Context: an optimization exercise on an open-source flow, tuned for small area. The choices shown serve that exercise and are no tape-out recipe. RTL that was checked went through simulation tests only; none was proved equivalent to the original. Power and IR drop assume default switching activity.

==> raven: inputs <==
Design router, start of the top module:
module router(
  input         clock, input resetn,
  input         pkt_valid, input [7:0] data_in,
  input         read_enb_0, input read_enb_1, input read_enb_2,
  output [7:0]  data_out_0, output [7:0] data_out_1, output [7:0] data_out_2,
  output        vld_out_0,  output vld_out_1,  output vld_out_2,
  output        err, output busy
);
  reg       in_pkt, err_r;
  reg [1:0] dest;
  reg [5:0] remaining;
  reg [7:0] parity_acc;
  assign busy = in_pkt;
  assign err  = err_r;
  wire [7:0] pn = data_in ^ (parity_acc & {8{in_pkt}});
  wire nz = |remaining;
  wire store = in_pkt & pkt_valid & nz;
  wire [5:0] bt;
  assign bt[0] = nz;
  assign bt[1] = bt[0] & ~remaining[0];
  assign bt[2] = bt[1] & ~remaining[1];
  assign bt[3] = bt[2] & ~remaining[2];
  assign bt[4] = bt[3] & ~remaining[3];
  assign bt[5] = bt[4] & ~remaining[4];
  always @(posedge clock) begin
    parity_acc <= pn;
    remaining  <= in_pkt ? (remaining ^ bt) : data_in[7:2];
    if (!in_pkt) dest <= data_in[1:0];
  end
  always @(posedge clock or negedge resetn) begin
    if (!resetn) begin
      in_pkt <= 1'b0; err_r <= 1'b0;
    end else begin
      in_pkt <= pkt_valid;
      err_r  <= in_pkt & ~pkt_valid & (|pn);
    end
  end
  router_fifo f0(.clock(clock), .resetn(resetn), .push_req(store & ~dest[1] & ~dest[0]),
    .read_enb(read_enb_0), .data_in(data_in), .data_out(data_out_0), .vld(vld_out_0));
  router_fifo f1(.clock(clock), .resetn(resetn), .push_req(store & ~dest[1] & dest[0]),
  ...
==> module router_fifo_ctl, before the edit <==
module router_fifo_ctl(
  input        clock, input resetn,
  input        push_req, input read_enb,
  output       push, output vld, output [7:0] sel
);
  reg [3:0] s;
  assign vld = s[3];
  wire full = s[3] & ~s[2] & ~s[1] & ~s[0];
  assign push = push_req & ~full;
  wire pop  = read_enb & s[3];
  wire [3:0] lo = {~s[1] & ~s[0], ~s[1] & s[0], s[1] & ~s[0], s[1] & s[0]};
  wire [1:0] hi = {s[3] & ~s[2], s[3] & s[2]};
  genvar k;
  generate for (k = 0; k < 8; k = k + 1) begin : g_sel
    assign sel[k] = hi[k >> 2] & lo[k & 3];
  end endgenerate
  wire ch = push ^ pop;    
  wire dn = push & ~pop;   
  wire [3:0] t;
  assign t[0] = ch;
  assign t[1] = ch   & (dn ? ~s[0] : s[0]);
  assign t[2] = t[1] & (dn ? ~s[1] : s[1]);
  assign t[3] = t[2] & (dn ? ~s[2] : s[2]);
  always @(posedge clock or negedge resetn)
    if (!resetn) s <= 4'd0;
    else s <= s ^ t;
endmodule
==> module router_fifo, before the edit <==
module router_fifo(
  input        clock, input resetn,
  input        push_req, input read_enb, input [7:0] data_in,
  output [7:0] data_out, output vld
);
  reg [7:0] q[0:7];
  wire push;
  wire [7:0] sel;
  router_fifo_ctl ctl(.clock(clock), .resetn(resetn), .push_req(push_req),
    .read_enb(read_enb), .push(push), .vld(vld), .sel(sel));
  integer i;
  always @(posedge clock) begin
    if (push) begin
      q[0] <= data_in;
      for (i = 1; i < 8; i = i + 1) q[i] <= q[i-1];
    end
  end
  router_aomux mux(.sel(sel),
    .d({q[7], q[6], q[5], q[4], q[3], q[2], q[1], q[0]}), .y(data_out));
endmodule
==> module router, before the edit <==
module router(
  input         clock, input resetn,
  input         pkt_valid, input [7:0] data_in,
  input         read_enb_0, input read_enb_1, input read_enb_2,
  output [7:0]  data_out_0, output [7:0] data_out_1, output [7:0] data_out_2,
  output        vld_out_0,  output vld_out_1,  output vld_out_2,
  output        err, output busy
);
  reg       in_pkt, err_r;
  reg [1:0] dest;
  reg [5:0] remaining;
  reg [7:0] parity_acc;
  assign busy = in_pkt;
  assign err  = err_r;
  wire [7:0] pn = data_in ^ (parity_acc & {8{in_pkt}});
  wire nz = |remaining;
  wire store = in_pkt & pkt_valid & nz;
  wire [5:0] bt;
  assign bt[0] = nz;
  assign bt[1] = bt[0] & ~remaining[0];
  assign bt[2] = bt[1] & ~remaining[1];
  assign bt[3] = bt[2] & ~remaining[2];
  assign bt[4] = bt[3] & ~remaining[3];
  assign bt[5] = bt[4] & ~remaining[4];
  always @(posedge clock) begin
    parity_acc <= pn;
    remaining  <= in_pkt ? (remaining ^ bt) : data_in[7:2];
    if (!in_pkt) dest <= data_in[1:0];
  end
  always @(posedge clock or negedge resetn) begin
    if (!resetn) begin
      in_pkt <= 1'b0; err_r <= 1'b0;
    end else begin
      in_pkt <= pkt_valid;
      err_r  <= in_pkt & ~pkt_valid & (|pn);
    end
  end
  router_fifo f0(.clock(clock), .resetn(resetn), .push_req(store & ~dest[1] & ~dest[0]),
    .read_enb(read_enb_0), .data_in(data_in), .data_out(data_out_0), .vld(vld_out_0));
  router_fifo f1(.clock(clock), .resetn(resetn), .push_req(store & ~dest[1] & dest[0]),
    .read_enb(read_enb_1), .data_in(data_in), .data_out(data_out_1), .vld(vld_out_1));
  router_fifo f2(.clock(clock), .resetn(resetn), .push_req(store & dest[1]),
    .read_enb(read_enb_2), .data_in(data_in), .data_out(data_out_2), .vld(vld_out_2));
endmodule
Settings: LEC_CHECK=0, CAP_MARGIN=0, CORE_MARGIN=2, CORE_UTILIZATION=80, PLACE_DENSITY=0.85, SETUP_SLACK_MARGIN=0.08, SLEW_MARGIN=0, SYNTH_HIERARCHICAL=1, SYNTH_MINIMUM_KEEP_SIZE=0; clock period 3.2 ns.
standard.sh (not shown) runs the stock make flow with config.mk's settings and CLKGATE_MAP_FILE= SYNTH_SCRIPT=/design/flow/synth_recipe.tcl, a recipe that flattens the netlist after the stock synthesis.
==> flow/flow/run.sh <==
#!/bin/bash
# ORFS layout through the standard.sh, with three changes:
#  - synthesis maps logic with an area-oriented ABC script (flow/abc_area.script);
#    flip-flop mapping, flattening and naming are untouched, so the registers are
#    exactly the standard synthesis's;
#  - port buffers use the smallest buffer cell;
#  - a lean clock tree: fewer, mid-size clock buffers and no dummy loads.
set -euo pipefail
here=$(pwd)
rm -rf "$here/scripts_area"
cp -r "$FLOW_HOME/scripts" "$here/scripts_area"
cp "$here/flow/abc_area.script" "$here/scripts_area/abc_speed.script"
bash standard.sh SCRIPTS_DIR="$here/scripts_area" synth > synth.log 2>&1
export BUFFER_PORTS_ARGS="-buffer_cell sky130_fd_sc_hd__buf_1"
export CTS_ARGS="-sink_clustering_enable -repair_clock_nets -dont_use_dummy_load -root_buf sky130_fd_sc_hd__clkbuf_16 -buf_list sky130_fd_sc_hd__clkbuf_8 -sink_clustering_size 20 -sink_clustering_max_diameter 60"
bash standard.sh > standard.log 2>&1
==> flow/flow/abc_area.script <==
strash
dch -f
map -a
topo
==> indigo: changes against raven <==
==> flow/design.v (replaced) <==
`timescale 1ns/1ps
module router_aomux(input [7:0] sel, input [63:0] d, output [7:0] y);
  genvar b;
  generate for (b = 0; b < 8; b = b + 1) begin : g_bit
    assign y[b] = (sel[0] & d[b])      | (sel[1] & d[8+b])  |
                  (sel[2] & d[16+b])   | (sel[3] & d[24+b]) |
                  (sel[4] & d[32+b])   | (sel[5] & d[40+b]) |
                  (sel[6] & d[48+b])   | (sel[7] & d[56+b]);
  end endgenerate
endmodule
module router_fifo(
  input        clock, input resetn,
  input        push_req, input read_enb, input [7:0] data_in,
  output [7:0] data_out, output vld
);
  reg [7:0] q[0:7];
  reg [3:0] s;
  assign vld = s[3];
  wire full = (s == 4'b1000);
  wire push = push_req && !full;
  wire pop  = read_enb && vld;
  wire [7:0] sel;
  genvar k;
  generate for (k = 0; k < 8; k = k + 1) begin : g_sel
    assign sel[k] = vld && (s[2:0] == ~k[2:0]);
  end endgenerate
  router_aomux mux(.sel(sel),
    .d({q[7], q[6], q[5], q[4], q[3], q[2], q[1], q[0]}), .y(data_out));
  integer i;
  always @(posedge clock) begin
    if (push) begin
      q[0] <= data_in;
      for (i = 1; i < 8; i = i + 1) q[i] <= q[i-1];
    end
  end
  always @(posedge clock or negedge resetn) begin
    if (!resetn) s <= 4'd0;
    else s <= s - {3'b0, push} + {3'b0, pop};
  end
endmodule
module router(
  input         clock, input resetn,
  input         pkt_valid, input [7:0] data_in,
  input         read_enb_0, input read_enb_1, input read_enb_2,
  output [7:0]  data_out_0, output [7:0] data_out_1, output [7:0] data_out_2,
  output        vld_out_0,  output vld_out_1,  output vld_out_2,
  output        err, output busy
);
  reg       in_pkt, err_r;
  reg [1:0] dest;
  reg [5:0] remaining;
  reg [7:0] parity_acc;
  assign busy = in_pkt;
  assign err  = err_r;
  wire [7:0] px = parity_acc ^ data_in;
  wire store = in_pkt && pkt_valid && (remaining != 6'd0);
  always @(posedge clock) begin
    parity_acc <= in_pkt ? px : data_in;
    remaining  <= in_pkt ? (remaining - {5'b0, remaining != 6'd0}) : data_in[7:2];
    if (!in_pkt) dest <= data_in[1:0];
  end
  always @(posedge clock or negedge resetn) begin
    if (!resetn) begin
      in_pkt <= 1'b0; err_r <= 1'b0;
    end else begin
      in_pkt <= in_pkt ? pkt_valid : pkt_valid;
      err_r  <= in_pkt && !pkt_valid && (px != 8'h00);
    end
  end
  router_fifo f0(.clock(clock), .resetn(resetn), .push_req(store && dest == 2'd0),
    .read_enb(read_enb_0), .data_in(data_in), .data_out(data_out_0), .vld(vld_out_0));
  router_fifo f1(.clock(clock), .resetn(resetn), .push_req(store && dest == 2'd1),
    .read_enb(read_enb_1), .data_in(data_in), .data_out(data_out_1), .vld(vld_out_1));
  router_fifo f2(.clock(clock), .resetn(resetn), .push_req(store && dest[1]),
    .read_enb(read_enb_2), .data_in(data_in), .data_out(data_out_2), .vld(vld_out_2));
endmodule
==> flow/flow/run.sh (replaced) <==
#!/bin/bash
# Standard ORFS layout with a leaner clock tree and small port buffers.
export BUFFER_PORTS_ARGS="-buffer_cell sky130_fd_sc_hd__buf_1"
export CTS_ARGS="-sink_clustering_enable -repair_clock_nets -dont_use_dummy_load -buf_list sky130_fd_sc_hd__clkbuf_8 -sink_clustering_size 18 -sink_clustering_max_diameter 100"
bash standard.sh > standard.log 2>&1
CAP_MARGIN = 20   (was 0)
CORE_UTILIZATION = 60   (was 80)
PLACE_DENSITY = 0.7   (was 0.85)
SETUP_SLACK_MARGIN = not set   (was 0.08)
SLEW_MARGIN = 20   (was 0)
removed: flow/flow/abc_area.script
==> qor summary <==
Area share of the leading cell type in the synthesized netlist: raven 71.8%; indigo 67.7%
Run status: raven no timing/DRC/antenna violations; indigo no timing/DRC/antenna violations
Register cell area after layout: raven 0.00646 mm2; indigo 0.00646 mm2
Non-clock buffer instance count of the final layout: raven 72; indigo 56
Vias in the first global route: raven 4,900; indigo 4,580
Net count of the mapped netlist: raven 509; indigo 550
Synthesized-area fraction occupied by and/or/nand/nor cells: raven 6.12%; indigo 5.51%
Synth warn: raven 10; indigo 9
Met2 Usage GRT: raven 54.7%; indigo 31.9%
FF-to-FF path depth: raven 12; indigo 4
Worst slack at placement: raven 0.589 ns; indigo 0.706 ns
Share of cell area taken by flip-flops and latches: raven 72.2%; indigo 70.6%
Power dissipated in the clock network: raven 1.31 mW; indigo 1.27 mW
Fin crit period: raven 3.09 ns; indigo 2.96 ns
Start point of the critical path: raven f0.ctl.s[1]; indigo f2.s[1]
Sequential group share of total power: raven 56.3%; indigo 53.3%
Worst clock skew: raven 0.0601 ns; indigo 0.0526 ns
Power in combinational cells: raven 1.44 mW; indigo 1.81 mW
The RTL of raven was laid out without a check of its function.

-- port drivers added, routing unchanged --
The flow's constraints put no driver on any port. The routed layouts listed below were extracted and timed again, unchanged, in two steps. Step 1 sets driving cells, clkbuf_16 on the clock port and buf_2 on the other inputs (assumed; they add their load-dependent delay and slew). Step 2 times the ports against the registers' clock, not the clock port: input delays grow and output delays shrink by t, the midpoint of the rising clock arrivals with the driver on. Slacks: ideal / step 1 / step 2; pairs: ideal / step 1.
| run | shift t [ns] | slack for setup (ns) | pins driven straight from the clock port |
|---|---|---|---|
| raven | 0.486 | 0.109 / 0.070 / 0.537 | 1 |
| indigo | 0.520 | 0.241 / 0.203 / 0.708 | 1 |
After both steps every run listed still meets setup and hold.
